What follows belongs to an exercise in optimizing a design on an open flow for small area; a production flow would make more cautious choices. In this exercise RTL edits were held to simulation tests only and were not proved equivalent to the original. Power and IR drop assume default switching activity.

==> flow/design.v, too long to show whole: its modules and the start of the top module <==
// module fa_cell: 6 lines
// module ixnor_cell: 5 lines
// module ior_cell: 5 lines
// module bsel: 5 lines
// module bpp_n: 5 lines
// module bpp_p: 5 lines
// module mul16: 788 lines
// module dpg_e: 6 lines
// module dpg_o: 6 lines
// module dcy_e: 5 lines
// module dcy_o: 5 lines
// module dx_e: 5 lines
// module dx_o: 5 lines
// module dsel_e: 5 lines
// module dsum_e: 5 lines
// module dsum_o: 5 lines
// module qfix: 5 lines
// module dmux: 5 lines
// module dsel_o: 5 lines
// module div16: 746 lines
// module addsub16: 13 lines
// module ALU: 9 lines
// module alu16: 33 lines
module alu16(clk, rst, a, b, ctrl, res, R15);
  // ...
==> flow/run.sh <==
#!/bin/bash
# synth_recipe.tcl (not shown) runs the flow's synth.tcl, then flattens the netlist and writes it again
# the make line also repeats each setting of config.mk as NAME=value (left out here)
make -C /OpenROAD-flow-scripts/flow DESIGN_CONFIG=/design/flow/config.mk WORK_HOME=/design/flow/orfs CLKGATE_MAP_FILE= SYNTH_SCRIPT=/design/flow/synth_recipe.tcl finish
==> flow/config.mk <==
export PLATFORM = sky130hd
export DESIGN_NAME = alu16
export DESIGN_NICKNAME = alu16
export VERILOG_FILES = /design/flow/design.v
export SDC_FILE = /design/flow/constraint.sdc
export NUM_CORES = 4
export LEC_CHECK = 0
export CAP_MARGIN = 20
export CORE_MARGIN = 2
export CORE_UTILIZATION = 40
export SLEW_MARGIN = 20
export SYNTH_HIERARCHICAL = 1
export SYNTH_MINIMUM_KEEP_SIZE = 0
==> flow/constraint.sdc <==
create_clock -name core_clock -period 40.0 [get_ports {clk}]
set_input_delay 8.0000 -clock core_clock [delete_from_list [all_inputs] [get_ports {clk}]]
set_output_delay 8.0000 -clock core_clock [all_outputs]
set_load 0.01 [all_outputs]
==> key figures, run 1 <==
Final layout
  – Multi-input combinational cell area: 14600 µm²
  – Final-layout clock buffer total: 6
  – Synthesis-to-finish area growth: 16.4%

Clock tree
  – Clock tree root buffer cell: sky130_fd_sc_hd__clkbuf_16
  – Insertion delay of the later-clocked pin in the worst-skew pair: 0.29 ns
  – Number of gates resized after CTS: 2
  – Setup fix buffers added after clock tree synthesis: 2

Global route
  – Global routing usage on met2: 41.2%
  – Total Routing Usage GR: 24.0%
  – Met1 Usage GRT: 31.3%
  – Largest net degree at the start of global routing: 53

Logic synthesis
  – Fraction of synthesized cell area taken by the top area cell type: 17.6%
  – Synth Area in Adders: 21.9%
  – Simple-gate portion of the synthesized area: 18.7%
  – Mapped Avg Cell Area: 8.23 µm²
  – Fraction of the mapped netlist area in compound gates: 17.1%
  – Syn Std Cell Area: 15400 µm²
  – Most common library cells after synthesis: sky130_fd_sc_hd__xnor2_1 (207), sky130_fd_sc_hd__nand2_1 (179), sky130_fd_sc_hd__xor2_1 (178)
  – Main area contributors after synthesis: sky130_fd_sc_hd__fa_1 (18%), sky130_fd_sc_hd__xnor2_1 (12%), sky130_fd_sc_hd__mux2i_1 (11%)
  – Post-synth ARST share: 100%

Place
  – Placement Setup Slack: -0.549 ns

Critical path
  – Depth of the worst register-to-register path: 1
  – Kind of critical path: in2reg
  – WP depth: 175
  – Crit path required time: 40.21 ns
  – Sort of element at the end of the critical path: flip-flop

Run status
  – Result of the run: complete, no violations

STA
  – Setup total negative slack: 0 ns
  – Count of final max-slew check failures: 0
  – Number of hold-slack violations in the final timing report: 0
  – Worst slew margin relative to its limit: 25.9%
  – Largest clock skew in the final design: 0 ns

Pwr
  – Total internal power: 0.644 mW
  – Worst vdd ir: 0.142 mV
  – Post-layout power: 1.36 mW

Detailed routing
  – Total vias in the final route: 14226
  – Number of routed nets with antenna violations: 0
  – Violation count after the first detailed-route iteration: 957
  – WL/cell: 19.4 µm

Run
  – Max-cap violation count: 0

Die
  – Starting density of the core: 40.7%
==> inputs of run 2 (changes only) <==
--- a/flow/design.v
+++ b/flow/design.v
@@ -909,46 +909,40 @@
 	wire [15:0] q;
 	wire r15c1 = ~(A[15] | nD[0]);
 	assign q[15] = ~r15c1 & z[1];
 	wire r15r0;
 	dmux um15 (.s(q[15]), .a1n(~(A[15] ^ D[0])), .a0n(~A[15]), .y(r15r0));
 	wire r14c1 = ~(A[14] | nD[0]);
 	wire r14a1, r14b1, r14c2, r14r1, r14a1x;
 	dpg_o ug14_1 (.p(r15r0), .nd(nD[1]), .pn(r14a1), .gn(r14b1));
-	wire r14f1 = ((A[15] ^ D[0]) & nD[1]) | (~r14c1 & ((A[15] ^ D[0]) | nD[1]));
-	wire r14f0 = (A[15] & nD[1]) | (~r14c1 & (A[15] | nD[1]));
-	dmux uf14 (.s(q[15]), .a1n(~r14f1), .a0n(~r14f0), .y(r14c2));
+	dcy_o uc14_1 (.pn(r14a1), .gn(r14b1), .cn(r14c1), .c(r14c2));
 	dx_o ux14_1 (.pn(r14a1), .gn(r14b1), .xn(r14a1x));
 	dsel_o us14_1 (.xn(r14a1x), .cn(r14c1), .q(q[14]), .p(r15r0), .rn(r14r1));
 	assign q[14] = r14c2 & z[2];
 	wire r14r0;
 	dmux um14 (.s(q[14]), .a1n(~(A[14] ^ D[0])), .a0n(~A[14]), .y(r14r0));
 	wire r13c1 = ~(A[13] | nD[0]);
 	wire r13a1, r13b1, r13c2, r13r1, r13a1x;
 	dpg_o ug13_1 (.p(r14r0), .nd(nD[1]), .pn(r13a1), .gn(r13b1));
-	wire r13f1 = ((A[14] ^ D[0]) & nD[1]) | (~r13c1 & ((A[14] ^ D[0]) | nD[1]));
-	wire r13f0 = (A[14] & nD[1]) | (~r13c1 & (A[14] | nD[1]));
-	dmux uf13 (.s(q[14]), .a1n(~r13f1), .a0n(~r13f0), .y(r13c2));
+	dcy_o uc13_1 (.pn(r13a1), .gn(r13b1), .cn(r13c1), .c(r13c2));
 	dx_o ux13_1 (.pn(r13a1), .gn(r13b1), .xn(r13a1x));
 	dsel_o us13_1 (.xn(r13a1x), .cn(r13c1), .q(q[13]), .p(r14r0), .rn(r13r1));
 	wire r13a2, r13b2, r13c3, r13r2, r13a2x;
 	dpg_e ug13_2 (.pn(r14r1), .d(D[2]), .p(r13a2), .g(r13b2));
 	dcy_e uc13_2 (.p(r13a2), .g(r13b2), .c(r13c2), .cn(r13c3));
 	dx_e ux13_2 (.p(r13a2), .g(r13b2), .xn(r13a2x));
 	dsel_e us13_2 (.xn(r13a2x), .c(r13c2), .q(q[13]), .pn(r14r1), .r(r13r2));
 	assign q[13] = ~r13c3 & z[3];
 	wire r13r0;
 	dmux um13 (.s(q[13]), .a1n(~(A[13] ^ D[0])), .a0n(~A[13]), .y(r13r0));
 	wire r12c1 = ~(A[12] | nD[0]);
 	wire r12a1, r12b1, r12c2, r12r1, r12a1x;
 	dpg_o ug12_1 (.p(r13r0), .nd(nD[1]), .pn(r12a1), .gn(r12b1));
-	wire r12f1 = ((A[13] ^ D[0]) & nD[1]) | (~r12c1 & ((A[13] ^ D[0]) | nD[1]));
-	wire r12f0 = (A[13] & nD[1]) | (~r12c1 & (A[13] | nD[1]));
-	dmux uf12 (.s(q[13]), .a1n(~r12f1), .a0n(~r12f0), .y(r12c2));
+	dcy_o uc12_1 (.pn(r12a1), .gn(r12b1), .cn(r12c1), .c(r12c2));
 	dx_o ux12_1 (.pn(r12a1), .gn(r12b1), .xn(r12a1x));
 	dsel_o us12_1 (.xn(r12a1x), .cn(r12c1), .q(q[12]), .p(r13r0), .rn(r12r1));
 	wire r12a2, r12b2, r12c3, r12r2, r12a2x;
 	dpg_e ug12_2 (.pn(r13r1), .d(D[2]), .p(r12a2), .g(r12b2));
 	dcy_e uc12_2 (.p(r12a2), .g(r12b2), .c(r12c2), .cn(r12c3));
 	dx_e ux12_2 (.p(r12a2), .g(r12b2), .xn(r12a2x));
 	dsel_e us12_2 (.xn(r12a2x), .c(r12c2), .q(q[12]), .pn(r13r1), .r(r12r2));
 	wire r12a3, r12b3, r12c4, r12r3, r12a3x;
@@ -957,19 +951,17 @@
 	dx_o ux12_3 (.pn(r12a3), .gn(r12b3), .xn(r12a3x));
 	dsel_o us12_3 (.xn(r12a3x), .cn(r12c3), .q(q[12]), .p(r13r2), .rn(r12r3));
 	assign q[12] = r12c4 & z[4];
 	wire r12r0;
 	dmux um12 (.s(q[12]), .a1n(~(A[12] ^ D[0])), .a0n(~A[12]), .y(r12r0));
 	wire r11c1 = ~(A[11] | nD[0]);
 	wire r11a1, r11b1, r11c2, r11r1, r11a1x;
 	dpg_o ug11_1 (.p(r12r0), .nd(nD[1]), .pn(r11a1), .gn(r11b1));
-	wire r11f1 = ((A[12] ^ D[0]) & nD[1]) | (~r11c1 & ((A[12] ^ D[0]) | nD[1]));
-	wire r11f0 = (A[12] & nD[1]) | (~r11c1 & (A[12] | nD[1]));
-	dmux uf11 (.s(q[12]), .a1n(~r11f1), .a0n(~r11f0), .y(r11c2));
+	dcy_o uc11_1 (.pn(r11a1), .gn(r11b1), .cn(r11c1), .c(r11c2));
 	dx_o ux11_1 (.pn(r11a1), .gn(r11b1), .xn(r11a1x));
 	dsel_o us11_1 (.xn(r11a1x), .cn(r11c1), .q(q[11]), .p(r12r0), .rn(r11r1));
 	wire r11a2, r11b2, r11c3, r11r2, r11a2x;
 	dpg_e ug11_2 (.pn(r12r1), .d(D[2]), .p(r11a2), .g(r11b2));
 	dcy_e uc11_2 (.p(r11a2), .g(r11b2), .c(r11c2), .cn(r11c3));
 	dx_e ux11_2 (.p(r11a2), .g(r11b2), .xn(r11a2x));
 	dsel_e us11_2 (.xn(r11a2x), .c(r11c2), .q(q[11]), .pn(r12r1), .r(r11r2));
 	wire r11a3, r11b3, r11c4, r11r3, r11a3x;
@@ -983,19 +975,17 @@
 	dx_e ux11_4 (.p(r11a4), .g(r11b4), .xn(r11a4x));
 	dsel_e us11_4 (.xn(r11a4x), .c(r11c4), .q(q[11]), .pn(r12r3), .r(r11r4));
 	assign q[11] = ~r11c5 & z[5];
 	wire r11r0;
 	dmux um11 (.s(q[11]), .a1n(~(A[11] ^ D[0])), .a0n(~A[11]), .y(r11r0));
 	wire r10c1 = ~(A[10] | nD[0]);
 	wire r10a1, r10b1, r10c2, r10r1, r10a1x;
 	dpg_o ug10_1 (.p(r11r0), .nd(nD[1]), .pn(r10a1), .gn(r10b1));
-	wire r10f1 = ((A[11] ^ D[0]) & nD[1]) | (~r10c1 & ((A[11] ^ D[0]) | nD[1]));
-	wire r10f0 = (A[11] & nD[1]) | (~r10c1 & (A[11] | nD[1]));
-	dmux uf10 (.s(q[11]), .a1n(~r10f1), .a0n(~r10f0), .y(r10c2));
+	dcy_o uc10_1 (.pn(r10a1), .gn(r10b1), .cn(r10c1), .c(r10c2));
 	dx_o ux10_1 (.pn(r10a1), .gn(r10b1), .xn(r10a1x));
 	dsel_o us10_1 (.xn(r10a1x), .cn(r10c1), .q(q[10]), .p(r11r0), .rn(r10r1));
 	wire r10a2, r10b2, r10c3, r10r2, r10a2x;
 	dpg_e ug10_2 (.pn(r11r1), .d(D[2]), .p(r10a2), .g(r10b2));
 	dcy_e uc10_2 (.p(r10a2), .g(r10b2), .c(r10c2), .cn(r10c3));
 	dx_e ux10_2 (.p(r10a2), .g(r10b2), .xn(r10a2x));
 	dsel_e us10_2 (.xn(r10a2x), .c(r10c2), .q(q[10]), .pn(r11r1), .r(r10r2));
 	wire r10a3, r10b3, r10c4, r10r3, r10a3x;
@@ -1014,19 +1004,17 @@
 	dx_o ux10_5 (.pn(r10a5), .gn(r10b5), .xn(r10a5x));
 	dsel_o us10_5 (.xn(r10a5x), .cn(r10c5), .q(q[10]), .p(r11r4), .rn(r10r5));
 	assign q[10] = r10c6 & z[6];
 	wire r10r0;
 	dmux um10 (.s(q[10]), .a1n(~(A[10] ^ D[0])), .a0n(~A[10]), .y(r10r0));
 	wire r9c1 = ~(A[9] | nD[0]);
 	wire r9a1, r9b1, r9c2, r9r1, r9a1x;
 	dpg_o ug9_1 (.p(r10r0), .nd(nD[1]), .pn(r9a1), .gn(r9b1));
-	wire r9f1 = ((A[10] ^ D[0]) & nD[1]) | (~r9c1 & ((A[10] ^ D[0]) | nD[1]));
-	wire r9f0 = (A[10] & nD[1]) | (~r9c1 & (A[10] | nD[1]));
-	dmux uf9 (.s(q[10]), .a1n(~r9f1), .a0n(~r9f0), .y(r9c2));
+	dcy_o uc9_1 (.pn(r9a1), .gn(r9b1), .cn(r9c1), .c(r9c2));
 	dx_o ux9_1 (.pn(r9a1), .gn(r9b1), .xn(r9a1x));
 	dsel_o us9_1 (.xn(r9a1x), .cn(r9c1), .q(q[9]), .p(r10r0), .rn(r9r1));
 	wire r9a2, r9b2, r9c3, r9r2, r9a2x;
 	dpg_e ug9_2 (.pn(r10r1), .d(D[2]), .p(r9a2), .g(r9b2));
 	dcy_e uc9_2 (.p(r9a2), .g(r9b2), .c(r9c2), .cn(r9c3));
 	dx_e ux9_2 (.p(r9a2), .g(r9b2), .xn(r9a2x));
 	dsel_e us9_2 (.xn(r9a2x), .c(r9c2), .q(q[9]), .pn(r10r1), .r(r9r2));
 	wire r9a3, r9b3, r9c4, r9r3, r9a3x;
@@ -1050,19 +1038,17 @@
 	dx_e ux9_6 (.p(r9a6), .g(r9b6), .xn(r9a6x));
 	dsel_e us9_6 (.xn(r9a6x), .c(r9c6), .q(q[9]), .pn(r10r5), .r(r9r6));
 	assign q[9] = ~r9c7 & z[7];
 	wire r9r0;
 	dmux um9 (.s(q[9]), .a1n(~(A[9] ^ D[0])), .a0n(~A[9]), .y(r9r0));
 	wire r8c1 = ~(A[8] | nD[0]);
 	wire r8a1, r8b1, r8c2, r8r1, r8a1x;
 	dpg_o ug8_1 (.p(r9r0), .nd(nD[1]), .pn(r8a1), .gn(r8b1));
-	wire r8f1 = ((A[9] ^ D[0]) & nD[1]) | (~r8c1 & ((A[9] ^ D[0]) | nD[1]));
-	wire r8f0 = (A[9] & nD[1]) | (~r8c1 & (A[9] | nD[1]));
-	dmux uf8 (.s(q[9]), .a1n(~r8f1), .a0n(~r8f0), .y(r8c2));
+	dcy_o uc8_1 (.pn(r8a1), .gn(r8b1), .cn(r8c1), .c(r8c2));
 	dx_o ux8_1 (.pn(r8a1), .gn(r8b1), .xn(r8a1x));
 	dsel_o us8_1 (.xn(r8a1x), .cn(r8c1), .q(q[8]), .p(r9r0), .rn(r8r1));
 	wire r8a2, r8b2, r8c3, r8r2, r8a2x;
 	dpg_e ug8_2 (.pn(r9r1), .d(D[2]), .p(r8a2), .g(r8b2));
 	dcy_e uc8_2 (.p(r8a2), .g(r8b2), .c(r8c2), .cn(r8c3));
 	dx_e ux8_2 (.p(r8a2), .g(r8b2), .xn(r8a2x));
 	dsel_e us8_2 (.xn(r8a2x), .c(r8c2), .q(q[8]), .pn(r9r1), .r(r8r2));
 	wire r8a3, r8b3, r8c4, r8r3, r8a3x;
@@ -1091,19 +1077,17 @@
 	dx_o ux8_7 (.pn(r8a7), .gn(r8b7), .xn(r8a7x));
 	dsel_o us8_7 (.xn(r8a7x), .cn(r8c7), .q(q[8]), .p(r9r6), .rn(r8r7));
 	assign q[8] = r8c8 & z[8];
 	wire r8r0;
 	dmux um8 (.s(q[8]), .a1n(~(A[8] ^ D[0])), .a0n(~A[8]), .y(r8r0));
 	wire r7c1 = ~(A[7] | nD[0]);
 	wire r7a1, r7b1, r7c2, r7r1, r7a1x;
 	dpg_o ug7_1 (.p(r8r0), .nd(nD[1]), .pn(r7a1), .gn(r7b1));
-	wire r7f1 = ((A[8] ^ D[0]) & nD[1]) | (~r7c1 & ((A[8] ^ D[0]) | nD[1]));
-	wire r7f0 = (A[8] & nD[1]) | (~r7c1 & (A[8] | nD[1]));
-	dmux uf7 (.s(q[8]), .a1n(~r7f1), .a0n(~r7f0), .y(r7c2));
+	dcy_o uc7_1 (.pn(r7a1), .gn(r7b1), .cn(r7c1), .c(r7c2));
 	dx_o ux7_1 (.pn(r7a1), .gn(r7b1), .xn(r7a1x));
 	dsel_o us7_1 (.xn(r7a1x), .cn(r7c1), .q(q[7]), .p(r8r0), .rn(r7r1));
 	wire r7a2, r7b2, r7c3, r7r2, r7a2x;
 	dpg_e ug7_2 (.pn(r8r1), .d(D[2]), .p(r7a2), .g(r7b2));
 	dcy_e uc7_2 (.p(r7a2), .g(r7b2), .c(r7c2), .cn(r7c3));
 	dx_e ux7_2 (.p(r7a2), .g(r7b2), .xn(r7a2x));
 	dsel_e us7_2 (.xn(r7a2x), .c(r7c2), .q(q[7]), .pn(r8r1), .r(r7r2));
 	wire r7a3, r7b3, r7c4, r7r3, r7a3x;
@@ -1137,19 +1121,17 @@
 	dx_e ux7_8 (.p(r7a8), .g(r7b8), .xn(r7a8x));
 	dsel_e us7_8 (.xn(r7a8x), .c(r7c8), .q(q[7]), .pn(r8r7), .r(r7r8));
 	assign q[7] = ~r7c9 & z[9];
 	wire r7r0;
 	dmux um7 (.s(q[7]), .a1n(~(A[7] ^ D[0])), .a0n(~A[7]), .y(r7r0));
 	wire r6c1 = ~(A[6] | nD[0]);
 	wire r6a1, r6b1, r6c2, r6r1, r6a1x;
 	dpg_o ug6_1 (.p(r7r0), .nd(nD[1]), .pn(r6a1), .gn(r6b1));
-	wire r6f1 = ((A[7] ^ D[0]) & nD[1]) | (~r6c1 & ((A[7] ^ D[0]) | nD[1]));
-	wire r6f0 = (A[7] & nD[1]) | (~r6c1 & (A[7] | nD[1]));
-	dmux uf6 (.s(q[7]), .a1n(~r6f1), .a0n(~r6f0), .y(r6c2));
+	dcy_o uc6_1 (.pn(r6a1), .gn(r6b1), .cn(r6c1), .c(r6c2));
 	dx_o ux6_1 (.pn(r6a1), .gn(r6b1), .xn(r6a1x));
 	dsel_o us6_1 (.xn(r6a1x), .cn(r6c1), .q(q[6]), .p(r7r0), .rn(r6r1));
 	wire r6a2, r6b2, r6c3, r6r2, r6a2x;
 	dpg_e ug6_2 (.pn(r7r1), .d(D[2]), .p(r6a2), .g(r6b2));
 	dcy_e uc6_2 (.p(r6a2), .g(r6b2), .c(r6c2), .cn(r6c3));
 	dx_e ux6_2 (.p(r6a2), .g(r6b2), .xn(r6a2x));
 	dsel_e us6_2 (.xn(r6a2x), .c(r6c2), .q(q[6]), .pn(r7r1), .r(r6r2));
 	wire r6a3, r6b3, r6c4, r6r3, r6a3x;
@@ -1188,19 +1170,17 @@
 	dx_o ux6_9 (.pn(r6a9), .gn(r6b9), .xn(r6a9x));
 	dsel_o us6_9 (.xn(r6a9x), .cn(r6c9), .q(q[6]), .p(r7r8), .rn(r6r9));
 	assign q[6] = r6c10 & z[10];
 	wire r6r0;
 	dmux um6 (.s(q[6]), .a1n(~(A[6] ^ D[0])), .a0n(~A[6]), .y(r6r0));
 	wire r5c1 = ~(A[5] | nD[0]);
 	wire r5a1, r5b1, r5c2, r5r1, r5a1x;
 	dpg_o ug5_1 (.p(r6r0), .nd(nD[1]), .pn(r5a1), .gn(r5b1));
-	wire r5f1 = ((A[6] ^ D[0]) & nD[1]) | (~r5c1 & ((A[6] ^ D[0]) | nD[1]));
-	wire r5f0 = (A[6] & nD[1]) | (~r5c1 & (A[6] | nD[1]));
-	dmux uf5 (.s(q[6]), .a1n(~r5f1), .a0n(~r5f0), .y(r5c2));
+	dcy_o uc5_1 (.pn(r5a1), .gn(r5b1), .cn(r5c1), .c(r5c2));
 	dx_o ux5_1 (.pn(r5a1), .gn(r5b1), .xn(r5a1x));
 	dsel_o us5_1 (.xn(r5a1x), .cn(r5c1), .q(q[5]), .p(r6r0), .rn(r5r1));
 	wire r5a2, r5b2, r5c3, r5r2, r5a2x;
 	dpg_e ug5_2 (.pn(r6r1), .d(D[2]), .p(r5a2), .g(r5b2));
 	dcy_e uc5_2 (.p(r5a2), .g(r5b2), .c(r5c2), .cn(r5c3));
 	dx_e ux5_2 (.p(r5a2), .g(r5b2), .xn(r5a2x));
 	dsel_e us5_2 (.xn(r5a2x), .c(r5c2), .q(q[5]), .pn(r6r1), .r(r5r2));
 	wire r5a3, r5b3, r5c4, r5r3, r5a3x;
@@ -1244,19 +1224,17 @@
 	dx_e ux5_10 (.p(r5a10), .g(r5b10), .xn(r5a10x));
 	dsel_e us5_10 (.xn(r5a10x), .c(r5c10), .q(q[5]), .pn(r6r9), .r(r5r10));
 	assign q[5] = ~r5c11 & z[11];
 	wire r5r0;
 	dmux um5 (.s(q[5]), .a1n(~(A[5] ^ D[0])), .a0n(~A[5]), .y(r5r0));
 	wire r4c1 = ~(A[4] | nD[0]);
 	wire r4a1, r4b1, r4c2, r4r1, r4a1x;
 	dpg_o ug4_1 (.p(r5r0), .nd(nD[1]), .pn(r4a1), .gn(r4b1));
-	wire r4f1 = ((A[5] ^ D[0]) & nD[1]) | (~r4c1 & ((A[5] ^ D[0]) | nD[1]));
-	wire r4f0 = (A[5] & nD[1]) | (~r4c1 & (A[5] | nD[1]));
-	dmux uf4 (.s(q[5]), .a1n(~r4f1), .a0n(~r4f0), .y(r4c2));
+	dcy_o uc4_1 (.pn(r4a1), .gn(r4b1), .cn(r4c1), .c(r4c2));
 	dx_o ux4_1 (.pn(r4a1), .gn(r4b1), .xn(r4a1x));
 	dsel_o us4_1 (.xn(r4a1x), .cn(r4c1), .q(q[4]), .p(r5r0), .rn(r4r1));
 	wire r4a2, r4b2, r4c3, r4r2, r4a2x;
 	dpg_e ug4_2 (.pn(r5r1), .d(D[2]), .p(r4a2), .g(r4b2));
 	dcy_e uc4_2 (.p(r4a2), .g(r4b2), .c(r4c2), .cn(r4c3));
 	dx_e ux4_2 (.p(r4a2), .g(r4b2), .xn(r4a2x));
 	dsel_e us4_2 (.xn(r4a2x), .c(r4c2), .q(q[4]), .pn(r5r1), .r(r4r2));
 	wire r4a3, r4b3, r4c4, r4r3, r4a3x;
@@ -1305,19 +1283,17 @@
 	dx_o ux4_11 (.pn(r4a11), .gn(r4b11), .xn(r4a11x));
 	dsel_o us4_11 (.xn(r4a11x), .cn(r4c11), .q(q[4]), .p(r5r10), .rn(r4r11));
 	assign q[4] = r4c12 & z[12];
 	wire r4r0;
 	dmux um4 (.s(q[4]), .a1n(~(A[4] ^ D[0])), .a0n(~A[4]), .y(r4r0));
 	wire r3c1 = ~(A[3] | nD[0]);
 	wire r3a1, r3b1, r3c2, r3r1, r3a1x;
 	dpg_o ug3_1 (.p(r4r0), .nd(nD[1]), .pn(r3a1), .gn(r3b1));
-	wire r3f1 = ((A[4] ^ D[0]) & nD[1]) | (~r3c1 & ((A[4] ^ D[0]) | nD[1]));
-	wire r3f0 = (A[4] & nD[1]) | (~r3c1 & (A[4] | nD[1]));
-	dmux uf3 (.s(q[4]), .a1n(~r3f1), .a0n(~r3f0), .y(r3c2));
+	dcy_o uc3_1 (.pn(r3a1), .gn(r3b1), .cn(r3c1), .c(r3c2));
 	dx_o ux3_1 (.pn(r3a1), .gn(r3b1), .xn(r3a1x));
 	dsel_o us3_1 (.xn(r3a1x), .cn(r3c1), .q(q[3]), .p(r4r0), .rn(r3r1));
 	wire r3a2, r3b2, r3c3, r3r2, r3a2x;
 	dpg_e ug3_2 (.pn(r4r1), .d(D[2]), .p(r3a2), .g(r3b2));
 	dcy_e uc3_2 (.p(r3a2), .g(r3b2), .c(r3c2), .cn(r3c3));
 	dx_e ux3_2 (.p(r3a2), .g(r3b2), .xn(r3a2x));
 	dsel_e us3_2 (.xn(r3a2x), .c(r3c2), .q(q[3]), .pn(r4r1), .r(r3r2));
 	wire r3a3, r3b3, r3c4, r3r3, r3a3x;
@@ -1371,19 +1347,17 @@
 	dx_e ux3_12 (.p(r3a12), .g(r3b12), .xn(r3a12x));
 	dsel_e us3_12 (.xn(r3a12x), .c(r3c12), .q(q[3]), .pn(r4r11), .r(r3r12));
 	assign q[3] = ~r3c13 & z[13];
 	wire r3r0;
 	dmux um3 (.s(q[3]), .a1n(~(A[3] ^ D[0])), .a0n(~A[3]), .y(r3r0));
 	wire r2c1 = ~(A[2] | nD[0]);
 	wire r2a1, r2b1, r2c2, r2r1, r2a1x;
 	dpg_o ug2_1 (.p(r3r0), .nd(nD[1]), .pn(r2a1), .gn(r2b1));
-	wire r2f1 = ((A[3] ^ D[0]) & nD[1]) | (~r2c1 & ((A[3] ^ D[0]) | nD[1]));
-	wire r2f0 = (A[3] & nD[1]) | (~r2c1 & (A[3] | nD[1]));
-	dmux uf2 (.s(q[3]), .a1n(~r2f1), .a0n(~r2f0), .y(r2c2));
+	dcy_o uc2_1 (.pn(r2a1), .gn(r2b1), .cn(r2c1), .c(r2c2));
 	dx_o ux2_1 (.pn(r2a1), .gn(r2b1), .xn(r2a1x));
 	dsel_o us2_1 (.xn(r2a1x), .cn(r2c1), .q(q[2]), .p(r3r0), .rn(r2r1));
 	wire r2a2, r2b2, r2c3, r2r2, r2a2x;
 	dpg_e ug2_2 (.pn(r3r1), .d(D[2]), .p(r2a2), .g(r2b2));
 	dcy_e uc2_2 (.p(r2a2), .g(r2b2), .c(r2c2), .cn(r2c3));
 	dx_e ux2_2 (.p(r2a2), .g(r2b2), .xn(r2a2x));
 	dsel_e us2_2 (.xn(r2a2x), .c(r2c2), .q(q[2]), .pn(r3r1), .r(r2r2));
 	wire r2a3, r2b3, r2c4, r2r3, r2a3x;
@@ -1442,19 +1416,17 @@
 	dx_o ux2_13 (.pn(r2a13), .gn(r2b13), .xn(r2a13x));
 	dsel_o us2_13 (.xn(r2a13x), .cn(r2c13), .q(q[2]), .p(r3r12), .rn(r2r13));
 	assign q[2] = r2c14 & z[14];
 	wire r2r0;
 	dmux um2 (.s(q[2]), .a1n(~(A[2] ^ D[0])), .a0n(~A[2]), .y(r2r0));
 	wire r1c1 = ~(A[1] | nD[0]);
 	wire r1a1, r1b1, r1c2, r1r1, r1a1x;
 	dpg_o ug1_1 (.p(r2r0), .nd(nD[1]), .pn(r1a1), .gn(r1b1));
-	wire r1f1 = ((A[2] ^ D[0]) & nD[1]) | (~r1c1 & ((A[2] ^ D[0]) | nD[1]));
-	wire r1f0 = (A[2] & nD[1]) | (~r1c1 & (A[2] | nD[1]));
-	dmux uf1 (.s(q[2]), .a1n(~r1f1), .a0n(~r1f0), .y(r1c2));
+	dcy_o uc1_1 (.pn(r1a1), .gn(r1b1), .cn(r1c1), .c(r1c2));
 	dx_o ux1_1 (.pn(r1a1), .gn(r1b1), .xn(r1a1x));
 	dsel_o us1_1 (.xn(r1a1x), .cn(r1c1), .q(q[1]), .p(r2r0), .rn(r1r1));
 	wire r1a2, r1b2, r1c3, r1r2, r1a2x;
 	dpg_e ug1_2 (.pn(r2r1), .d(D[2]), .p(r1a2), .g(r1b2));
 	dcy_e uc1_2 (.p(r1a2), .g(r1b2), .c(r1c2), .cn(r1c3));
 	dx_e ux1_2 (.p(r1a2), .g(r1b2), .xn(r1a2x));
 	dsel_e us1_2 (.xn(r1a2x), .c(r1c2), .q(q[1]), .pn(r2r1), .r(r1r2));
 	wire r1a3, r1b3, r1c4, r1r3, r1a3x;
@@ -1518,19 +1490,17 @@
 	dx_e ux1_14 (.p(r1a14), .g(r1b14), .xn(r1a14x));
 	dsel_e us1_14 (.xn(r1a14x), .c(r1c14), .q(q[1]), .pn(r2r13), .r(r1r14));
 	assign q[1] = ~r1c15 & z[15];
 	wire r1r0;
 	dmux um1 (.s(q[1]), .a1n(~(A[1] ^ D[0])), .a0n(~A[1]), .y(r1r0));
 	wire r0c1 = ~(A[0] | nD[0]);
 	wire r0a1, r0b1, r0c2, r0r1, r0a1x;
 	dpg_o ug0_1 (.p(r1r0), .nd(nD[1]), .pn(r0a1), .gn(r0b1));
-	wire r0f1 = ((A[1] ^ D[0]) & nD[1]) | (~r0c1 & ((A[1] ^ D[0]) | nD[1]));
-	wire r0f0 = (A[1] & nD[1]) | (~r0c1 & (A[1] | nD[1]));
-	dmux uf0 (.s(q[1]), .a1n(~r0f1), .a0n(~r0f0), .y(r0c2));
+	dcy_o uc0_1 (.pn(r0a1), .gn(r0b1), .cn(r0c1), .c(r0c2));
 	dx_o ux0_1 (.pn(r0a1), .gn(r0b1), .xn(r0a1x));
 	dsum_o us0_1 (.xn(r0a1x), .cn(r0c1), .t(r0r1));
 	wire r0a2, r0b2, r0c3, r0r2, r0a2x;
 	dpg_e ug0_2 (.pn(r1r1), .d(D[2]), .p(r0a2), .g(r0b2));
 	dcy_e uc0_2 (.p(r0a2), .g(r0b2), .c(r0c2), .cn(r0c3));
 	dx_e ux0_2 (.p(r0a2), .g(r0b2), .xn(r0a2x));
 	dsum_e us0_2 (.xn(r0a2x), .c(r0c2), .t(r0r2));
 	wire r0a3, r0b3, r0c4, r0r3, r0a3x;
==> run 2 against run 1 <==
Against the previous run:
- non-clock buffer count increased by 41
- die area is 2.0% lower
- routed wire length hardly changed
- cell area decreased by 0.42%
- largest power group unchanged
- core utilization grew 0.36 points
- total power is 8.0% lower
- sequential cell count unchanged
- hold slack barely moved
- sequential share of layout area about the same
- clock-buffer cell count stayed put
==> key figures, run 2 <==
Run status
  – Result of the run: complete, no violations (unchanged)

Place
  – Placement Setup Slack: -1.04 ns (was -0.549 ns)
  – Detailed Place HPWL: 36.7 mm (was 37.0 mm)
  – PortBufs: 69 (unchanged)
  – Final weighted congestion of routability-driven global placement: 0.886 (was 0.859)

Critical path
  – Kind of critical path: in2reg (unchanged)
  – Worst-path cell with the longest stage delay: sky130_fd_sc_hd__or4b_2 (was sky130_fd_sc_hd__or4_4)
  – Largest driver fanout on the critical path: 10 (was 16)
  – Arrival @ worst endpoint: 38.67 ns (was 38.33 ns)
  – Maximum cell stage delay along the critical path: 0.66 ns (was 0.63 ns)
  – Most used cell along the critical path: sky130_fd_sc_hd__o21ai_2 (was sky130_fd_sc_hd__a21oi_2)
  – Sort of element at the end of the critical path: flip-flop (unchanged)
  – Crit path required time: 40.22 ns (was 40.21 ns)
  – Critical path launch point type: primary input (unchanged)

Logic synthesis
  – Number of synthesized flops with an enable pin: 0 (unchanged)
  – Fraction of synthesized cell area taken by the top area cell type: 18.0% (was 17.6%)
  – Flop and latch count out of synthesis: 32 (unchanged)
  – Mapped Avg Cell Area: 8.14 µm² (was 8.23 µm²)
  – Synth area leader: sky130_fd_sc_hd__fa_1 (unchanged)
  – Post-synthesis sequential area ratio: 5.32% (was 5.21%)
  – Ys Warns: 7 (unchanged)
  – Unique masters post-synth: 64 (was 70)
  – Post-synth ARST share: 100% (unchanged)
  – Most common cell in the netlist: sky130_fd_sc_hd__xnor2_1 (unchanged)
  – Synthesized instance count: 1848 (was 1867)
  – Main area contributors after synthesis: sky130_fd_sc_hd__fa_1 (18%), sky130_fd_sc_hd__xnor2_1 (12%), sky130_fd_sc_hd__xor2_1 (10%) (was sky130_fd_sc_hd__fa_1 (18%), sky130_fd_sc_hd__xnor2_1 (12%), sky130_fd_sc_hd__mux2i_1 (11%))
  – Dominant register cell in the synthesized netlist: sky130_fd_sc_hd__dfrtp_1 (unchanged)
  – Syn Std Cell Area: 15000 µm² (was 15400 µm²)
  – Most common library cells after synthesis: sky130_fd_sc_hd__xnor2_1 (209), sky130_fd_sc_hd__nand2_1 (179), sky130_fd_sc_hd__xor2_1 (177) (was sky130_fd_sc_hd__xnor2_1 (207), sky130_fd_sc_hd__nand2_1 (179), sky130_fd_sc_hd__xor2_1 (178))

Die
  – Overall die area: 39200 µm² (was 40000 µm²)
  – Die height: 198 µm (was 200 µm)
  – CORE AREA: 37300 µm² (was 37800 µm²)
  – Io pins: 70 (unchanged)
  – Horizontal die dimension: 198 µm (was 200 µm)
  – Starting density of the core: 40.3% (was 40.7%)
  – Num rows: 71 (unchanged)

Final layout
  – Diode count: 0 (unchanged)
  – Share of post-route cells with drive strength above 1: 18.9% (was 15.9%)
  – Synthesis-to-finish area growth: 18.4% (was 16.4%)
  – Final cell utilization of the core: 47.7% (was 47.4%)
  – Nets: 2190 (was 2172)
  – Most frequent standard cell in the layout excluding fill and tap cells: sky130_fd_sc_hd__xnor2_1 (unchanged)
  – Top library cells by usage in the layout, fill and taps aside: sky130_fd_sc_hd__xnor2_1 (204), sky130_fd_sc_hd__nand2_1 (179), sky130_fd_sc_hd__xor2_1 (174), sky130_fd_sc_hd__o22ai_1 (166) (was sky130_fd_sc_hd__xnor2_1 (199), sky130_fd_sc_hd__nand2_1 (177), sky130_fd_sc_hd__xor2_1 (176), sky130_fd_sc_hd__o22ai_1 (166), sky130_fd_sc_hd__nor2_1 (137))
  – Top Registers: R15 (16), res (16) (unchanged)

Detailed routing
  – Violation count after the first detailed-route iteration: 1243 (was 957)
  – Vias per cell: 5.78 (was 5.70)
  – M1 wire length: 20.5 mm (was 20.8 mm)
  – Met3 wire length: 2.96 mm (was 2.67 mm)
  – Total vias in the final route: 14315 (was 14226)
  – Top Layer Used: met4 (unchanged)
  – WL/cell: 19.5 µm (was 19.4 µm)
  – Remaining routing DRC violations: 0 (unchanged)
  – Number of routed nets with antenna violations: 0 (unchanged)
  – Routed wl met2: 23.8 mm (about the same)
  – Wire length reported by the detailed router: 48.4 mm (about the same)
  – Pre-antenna DRT Iters: 7 (was 5)

STA
  – Final clock period utilization by the worst path: 96.1% (was 95.3%)
  – Final setup margin: 1.55 ns (was 1.88 ns)
  – Pin slew with the least headroom to its limit: 1.09 ns (was 1.11 ns)
  – Final setup fails: 0 (unchanged)
  – Number of hold-slack violations in the final timing report: 0 (unchanged)
  – Count of final max-slew check failures: 0 (unchanged)
  – Worst slew margin relative to its limit: 26.6% (was 25.9%)
  – Largest clock skew in the final design: 0 ns (unchanged)
  – FMAX: 0.0260 GHz (was 0.0262 GHz)
  – Period minus WS final: 38.45 ns (was 38.12 ns)

Clock tree
  – Number of levels in the clock H-tree: 2 (unchanged)
  – Insertion delay of the later-clocked pin in the worst-skew pair: 0.29 ns (about the same)
  – Reg clk slew, reported paths: 0.06 ns (about the same)
  – Total clock sinks: 32 (unchanged)
  – Clock tree root buffer cell: sky130_fd_sc_hd__clkbuf_16 (unchanged)
  – Clock tree from TritonCTS: done (unchanged)
  – Post-CTS Hold Buffers: 0 (unchanged)
  – Total clock buffers created by CTS: 5 (unchanged)
  – Number of buffers on the longest clock path: 2 (unchanged)

Run
  – Max-cap violation count: 0 (unchanged)

Global route
  – Number of global-route vias before repair: 13941 (was 14062)
  – Total Routing Usage GR: 24.4% (was 24.0%)
  – Initial antenna violation count: 1 (was 0)
  – Global route total overflow: 0 (unchanged)
  – First-pass GRT wire length: 75.6 mm (was 75.7 mm)
  – Largest net degree at the start of global routing: 50 (was 53)

Pwr
  – Worst vdd ir: 0.0966 mV (was 0.142 mV)
  – Leakage power summed over all cells: 6.79 nW (was 6.69 nW)
  – Power density over cell area: 70.4 nW/µm² (was 76.2 nW/µm²)

Min path
  – Min-delay worst type: reg2reg (unchanged)
run 2: cell count changes after synthesis, moves of 7 or more:
cell / previous run / this run
sky130_fd_sc_hd__mux2i_1: 165 / 150
sky130_fd_sc_hd__maj3_1: 46 / 16
sky130_fd_sc_hd__buf_6: 3 / 10
sky130_fd_sc_hd__o21ai_1: 58 / 72
sky130_fd_sc_hd__nor3_1: 5 / 13
sky130_fd_sc_hd__clkbuf_1: 25 / 18
run 2: per-layer routing:
metal | vias to the layer above | GRT usage [%]
met1 | 7027 | 32.0
li1 | 6673 | -
met2 | 524 | 42.2
met3 | 91 | 2.83
met5 | - | 0
met4 | 0 | 6.77
run 2: path summary, 6_finish.rpt:
kind / cells past startpoint / endpoint / startpoint / slack (ns)
max: 192 / res[12] / a[2] / 1.55
max in group asynchronous: 1 / res[13] / rst / 31.61
max reg2reg: 1 / res[6] / res[6] / 39.12
min reg2reg: 2 / R15[7] / R15[7] / 0.48
min in group asynchronous: 1 / R15[11] / rst / 7.82
min: 2 / R15[7] / R15[7] / 0.48
run 2: cells by family after synthesis:
kind of cell,count (synthesis),share of synthesized area [%]
mux,150,9.98
simple gates,572,19.2
compound gates,405,17.6
buf+inv,134,5.02
fa+ha+maj,167,20.4
xor+xnor,386,22.5
flops,32,5.32
other cells,2,0.0499
run 2: what timing repair did:
action                     in CTS  in global routing
gates resized for setup         4                 75
setup endpoints to repair      32                 32
pin swaps                       1                 47
setup buffers                   5                 51
run 2: final cells by class:
cell class / count / area [µm²]
fillers: 3601 / 19500
clock buffers: 6 / 139
multi-input cells: 1689 / 14200
clock inverters: 2 / 10.0
flip-flops and latches: 32 / 801
repair buffers: 212 / 1820
well taps: 474 / 593
inverters: 61 / 229
run 2: per-stage QoR:
step	total power, mW	hold WS (ns)	std cells	setup TNS [ns]	area, µm²
CTS	1.21	0.480	2425	0	17100
global placement	1.14	0.464	2412	-0.0145	16800
floorplan	1.07	0.516	1855	0	15400
finish	1.25	0.479	2476	0	17800
detailed placement	1.15	0.469	2412	-24.76	16800
global route	1.37	0.524	2476	-4.77	17800
run 2: where the power goes:
part / switching, mW / internal (mW)
logic: 0.613 / 0.540
clock network: 0.0172 / 0.0246
registers: 0.0112 / 0.0469
total: 0.641 / 0.612
run 2: critical path: cells and delay by family:
| family | cells | cell delay (ns) |
|---|---|---|
| compound gates | 132 | 18.35 |
| xor+xnor | 1 | 0.14 |
| fa+ha+maj | 1 | 0.22 |
| buf+inv | 10 | 1.68 |
| mux | 16 | 4.32 |
| simple gates | 32 | 5.85 |
run 2: per-module statistics from Yosys (local to each module, per instance), excerpt:
module	cells	flops+latches	cell area [µm²]	copies in the design
div16	296	0	2040	1
dsum_e	1	0	8.76	7
qfix	2	0	17.5	15
addsub16	18	0	171	1
mul16	94	0	587	1
bsel	1	0	6.26	136
dpg_o	2	0	7.51	64
alu16	204	32	1890	1
==> inputs of run 3 (changes only) <==
==> flow/flow/run.sh (new file) <==
#!/bin/bash
cp standard.sh standard_sh_copy.txt
export BUFFER_PORTS_ARGS="-buffer_cell sky130_fd_sc_hd__buf_1"
bash standard.sh > standard.log 2>&1
==> flow/standard.sh (new file) <==
#!/bin/bash
# synth_recipe.tcl (not shown) runs the flow's synth.tcl, then flattens the netlist and writes it again
# the make line also repeats each setting of config.mk as NAME=value (left out here)
make -C /OpenROAD-flow-scripts/flow DESIGN_CONFIG=/design/flow/config.mk WORK_HOME=/design/flow/orfs CLKGATE_MAP_FILE= SYNTH_SCRIPT=/design/flow/synth_recipe.tcl "${@:-finish}"
removed: flow/run.sh
==> run 3 against run 2 <==
Against the previous run:
- cell area fell by 2.8%
- global-route usage up 0.065 points
- via count down 1.0%
- total power down 1.2%
- clock-buffer cell count increased by 2
- combinational power is essentially flat
- critical path type unchanged
- critical endpoint is now res[6]
- largest cell class unchanged
- largest power group unchanged
- highest routed layer unchanged
==> key figures, run 3 <==
Logic synthesis
  – Post-synthesis sequential area ratio: 5.32% (unchanged)
  – Most common library cells after synthesis: sky130_fd_sc_hd__xnor2_1 (209), sky130_fd_sc_hd__nand2_1 (179), sky130_fd_sc_hd__xor2_1 (177) (unchanged)
  – Syn Std Cell Area: 15000 µm² (unchanged)
  – Synthesized instance count: 1848 (unchanged)
  – Mapped Avg Cell Area: 8.14 µm² (unchanged)
  – Number of synthesized flops with an enable pin: 0 (unchanged)
  – Dominant register cell in the synthesized netlist: sky130_fd_sc_hd__dfrtp_1 (unchanged)
  – Unique masters post-synth: 64 (unchanged)
  – Synth area leader: sky130_fd_sc_hd__fa_1 (unchanged)
  – Most common cell in the netlist: sky130_fd_sc_hd__xnor2_1 (unchanged)
  – Ys Warns: 7 (unchanged)
  – Flop and latch count out of synthesis: 32 (unchanged)
  – Main area contributors after synthesis: sky130_fd_sc_hd__fa_1 (18%), sky130_fd_sc_hd__xnor2_1 (12%), sky130_fd_sc_hd__xor2_1 (10%) (unchanged)
  – Post-synth ARST share: 100% (unchanged)
  – Fraction of synthesized cell area taken by the top area cell type: 18.0% (unchanged)

Detailed routing
  – Vias per cell: 5.75 (was 5.78)
  – Pre-antenna DRT Iters: 7 (unchanged)
  – Violation count after the first detailed-route iteration: 1230 (was 1243)
  – Total vias in the final route: 14171 (was 14315)
  – Number of routed nets with antenna violations: 0 (unchanged)
  – Wire length reported by the detailed router: 48.0 mm (was 48.4 mm)
  – WL/cell: 19.5 µm (about the same)
  – Remaining routing DRC violations: 0 (unchanged)

Clock tree
  – Clock tree root buffer cell: sky130_fd_sc_hd__clkbuf_16 (unchanged)
  – Number of levels in the clock H-tree: 2 (unchanged)
  – Total clock sinks: 32 (unchanged)
  – Post-CTS Hold Buffers: 0 (unchanged)
  – Total clock buffers created by CTS: 5 (unchanged)
  – Insertion delay of the later-clocked pin in the worst-skew pair: 0.29 ns (about the same)
  – Number of buffers on the longest clock path: 2 (unchanged)
  – Clock tree from TritonCTS: done (unchanged)
  – Reg clk slew, reported paths: 0.06 ns (about the same)

Critical path
  – Most used cell along the critical path: sky130_fd_sc_hd__o21ai_2 (unchanged)
  – Maximum cell stage delay along the critical path: 0.67 ns (was 0.66 ns)
  – Arrival @ worst endpoint: 38.31 ns (was 38.67 ns)
  – Family with the most delay on the worst path: compound AO/OA/AOI/OAI gates (unchanged)
  – Kind of critical path: in2reg (unchanged)
  – Sort of element at the end of the critical path: flip-flop (unchanged)
  – Crit path required time: 40.18 ns (was 40.22 ns)
  – Worst-path cell with the longest stage delay: sky130_fd_sc_hd__or4b_2 (unchanged)
  – Worst Path Buf+Inv: 8 (was 10)
  – Largest driver fanout on the critical path: 12 (was 10)
  – Critical path launch point type: primary input (unchanged)

Pwr
  – Power density over cell area: 71.5 nW/µm² (was 70.4 nW/µm²)
  – Leakage power summed over all cells: 6.56 nW (was 6.79 nW)
  – Post-layout power: 1.24 mW (was 1.25 mW)
  – Part of the power in the clock network: 3.4% (was 3.3%)
  – Logic pwr share: 92.0% (about the same)
  – Total internal power: 0.591 mW (was 0.612 mW)
  – Sequential cell fraction of total power: 4.7% (was 4.6%)
  – Switching pwr: 0.647 mW (was 0.641 mW)
  – Worst vdd ir: 0.210 mV (was 0.0966 mV)
  – Switching share of power: 52.3% (was 51.2%)

Die
  – CORE AREA: 37300 µm² (unchanged)
  – Horizontal die dimension: 198 µm (unchanged)
  – Die height: 198 µm (unchanged)
  – Io pins: 70 (unchanged)
  – Starting density of the core: 40.3% (unchanged)
  – Overall die area: 39200 µm² (unchanged)
  – Num rows: 71 (unchanged)

Final layout
  – Top library cells by usage in the layout, fill and taps aside: sky130_fd_sc_hd__xnor2_1 (203), sky130_fd_sc_hd__nand2_1 (179), sky130_fd_sc_hd__xor2_1 (175), sky130_fd_sc_hd__o22ai_1 (166), sky130_fd_sc_hd__nor2_1 (138) (was sky130_fd_sc_hd__xnor2_1 (204), sky130_fd_sc_hd__nand2_1 (179), sky130_fd_sc_hd__xor2_1 (174), sky130_fd_sc_hd__o22ai_1 (166))
  – Non-Filler Cell Area, Final: 17300 µm² (was 17800 µm²)
  – Final cell utilization of the core: 46.4% (was 47.7%)
  – Synthesis-to-finish area growth: 15.1% (was 18.4%)
  – Top Registers: R15 (16), res (16) (unchanged)
  – Nets: 2178 (was 2190)
  – Diode count: 0 (unchanged)
  – Share of post-route cells with drive strength above 1: 18.3% (was 18.9%)
  – Most frequent standard cell in the layout excluding fill and tap cells: sky130_fd_sc_hd__xnor2_1 (unchanged)

Global route
  – Initial antenna violation count: 0 (was 1)
  – Total Routing Usage GR: 24.4% (about the same)
  – Largest net degree at the start of global routing: 52 (was 50)
  – Number of global-route vias before repair: 13870 (was 13941)
  – Global route total overflow: 0 (unchanged)
  – First-pass GRT wire length: 75.9 mm (was 75.6 mm)

Place
  – Detailed Place HPWL: 36.3 mm (was 36.7 mm)
  – Final weighted congestion of routability-driven global placement: 0.881 (was 0.886)
  – Cell Area, Placed: 16500 µm² (was 16800 µm²)
  – PortBufs: 69 (unchanged)

Run
  – Max-cap violation count: 0 (unchanged)

Min path
  – Min-delay worst type: reg2reg (unchanged)

STA
  – Worst slew margin relative to its limit: 26.8% (was 26.6%)
  – Final setup fails: 0 (unchanged)
  – Final clock period utilization by the worst path: 95.3% (was 96.1%)
  – Period minus WS final: 38.14 ns (was 38.45 ns)
  – Largest clock skew in the final design: 0 ns (unchanged)
  – Hold Slack: 0.475 ns (was 0.479 ns)
  – Count of final max-slew check failures: 0 (unchanged)
  – Number of hold-slack violations in the final timing report: 0 (unchanged)
  – Pin slew with the least headroom to its limit: 1.09 ns (about the same)
  – FMAX: 0.0262 GHz (was 0.0260 GHz)

Run status
  – Result of the run: complete, no violations (unchanged)
## run 3: kinds of logic after synthesis
group	share of synthesized area (%)
and+or+nand+nor	19.2
muxes	9.98
xor gates and xnor gates	22.5
other	0.0499
adders and majority gates	20.4
DFF	5.32
buffers and inverters	5.02
AOI/OAI and AO/OA	17.6
## run 3: per-layer routing
metal | wire [µm] | GRT usage [%] | vias to the layer above
met3 | 3010 | 2.90 | 52
li1 | - | - | 6664
met4 | 857 | 5.57 | 0
met5 | 0 | 0 | -
met2 | 23900 | 43.5 | 507
met1 | 20200 | 31.6 | 6948
## run 3: final cells by class
cell class	instances	area [µm²]
well taps	474	593
fillers	3685	20000
clock buffers	8	146
flip-flops and latches	32	801
multi-input cells	1689	14200
inverters	61	229
repair buffers	200	1300
## run 3: repair_timing
action	CTS	global route
setup buffers	4	37
pin swaps	1	36
setup endpoints to repair	32	32
resized for setup	0	73
## run 3: path summary, 6_finish.rpt
check | depth (start not counted) | slack (ns) | startpoint | endpoint
max | 190 | 1.86 | a[0] | res[6]
min | 2 | 0.47 | R15[12] | R15[12]
max reg2reg | 1 | 39.11 | res[6] | res[6]
min reg2reg | 2 | 0.47 | R15[12] | R15[12]
max in group asynchronous | 1 | 31.60 | rst | res[14]
min in group asynchronous | 1 | 7.83 | rst | R15[8]
## run 3: modules after synthesis, one instance, submodules excluded, a selection
module   copies in the design  cells
bsel                      136      1
dcy_o                      64      1
div16                       1    296
dsum_o                      8      1
dx_o                       64      1
mul16                       1     94
dpg_e                      56      2
fa_cell                   135      1
bpp_n                     128      1
dmux                       31      1
bpp_p                       8      1
qfix                       15      2
## run 3: power groups by stage
stage	logic, mW	clock network [mW]	registers, mW
after floorplan	1.01	0	0.0607
after global placement	1.07	0	0.0583
after CTS	1.09	0.0424	0.0579
after global routing	1.25	0.0432	0.0590
final	1.14	0.0416	0.0578
after detailed placement	1.08	0	0.0583
## run 3: per-stage QoR
step / cells / TNS [ns] / worst slack (ns)
after floorplan: 1855 / 0 / 0.0436
after global placement: 2415 / 0 / 0.298
after detailed placement: 2415 / -17.63 / -0.809
after CTS: 2427 / 0 / 0.198
after global routing: 2464 / -3.58 / -0.292
final: 2464 / 0 / 1.86

[afterwards: timing with drivers on the ports]
How much do the figures lean on ideal ports? The routed layouts below were timed once more, with nothing changed but the port constraints.
Step 1, drivers: a clkbuf_16 drives clk and a buf_2 each remaining input, both assumed.
Step 2 adds t to the input delays and takes it off the output delays; t is the mean of the earliest and latest rising clock arrival at the registers after step 1. Input paths then give back, and output paths get back, about the clock's delay inside the block.
Slacks: ideal ports / drivers / drivers and shift; pairs: ideal ports / drivers.
| run | t (ns) | setup slack, ns | hold slack, ns | slew at the worst register clock pin (ns) |
|---|---|---|---|---|
| run 1 | 0.334 | 1.880 / 1.902 / 1.568 | 0.479 / 0.479 / 0.479 | 0.06 / 0.06 |
| run 2 | 0.328 | 1.547 / 1.524 / 1.196 | 0.479 / 0.479 / 0.479 | 0.07 / 0.07 |
| run 3 | 0.336 | 1.862 / 1.879 / 1.543 | 0.475 / 0.475 / 0.475 | 0.06 / 0.06 |
After both steps every run listed still meets setup and hold. The setup slack of run 2, which loses most, moves by -0.023 ns with the drivers and by -0.351 ns with both steps.
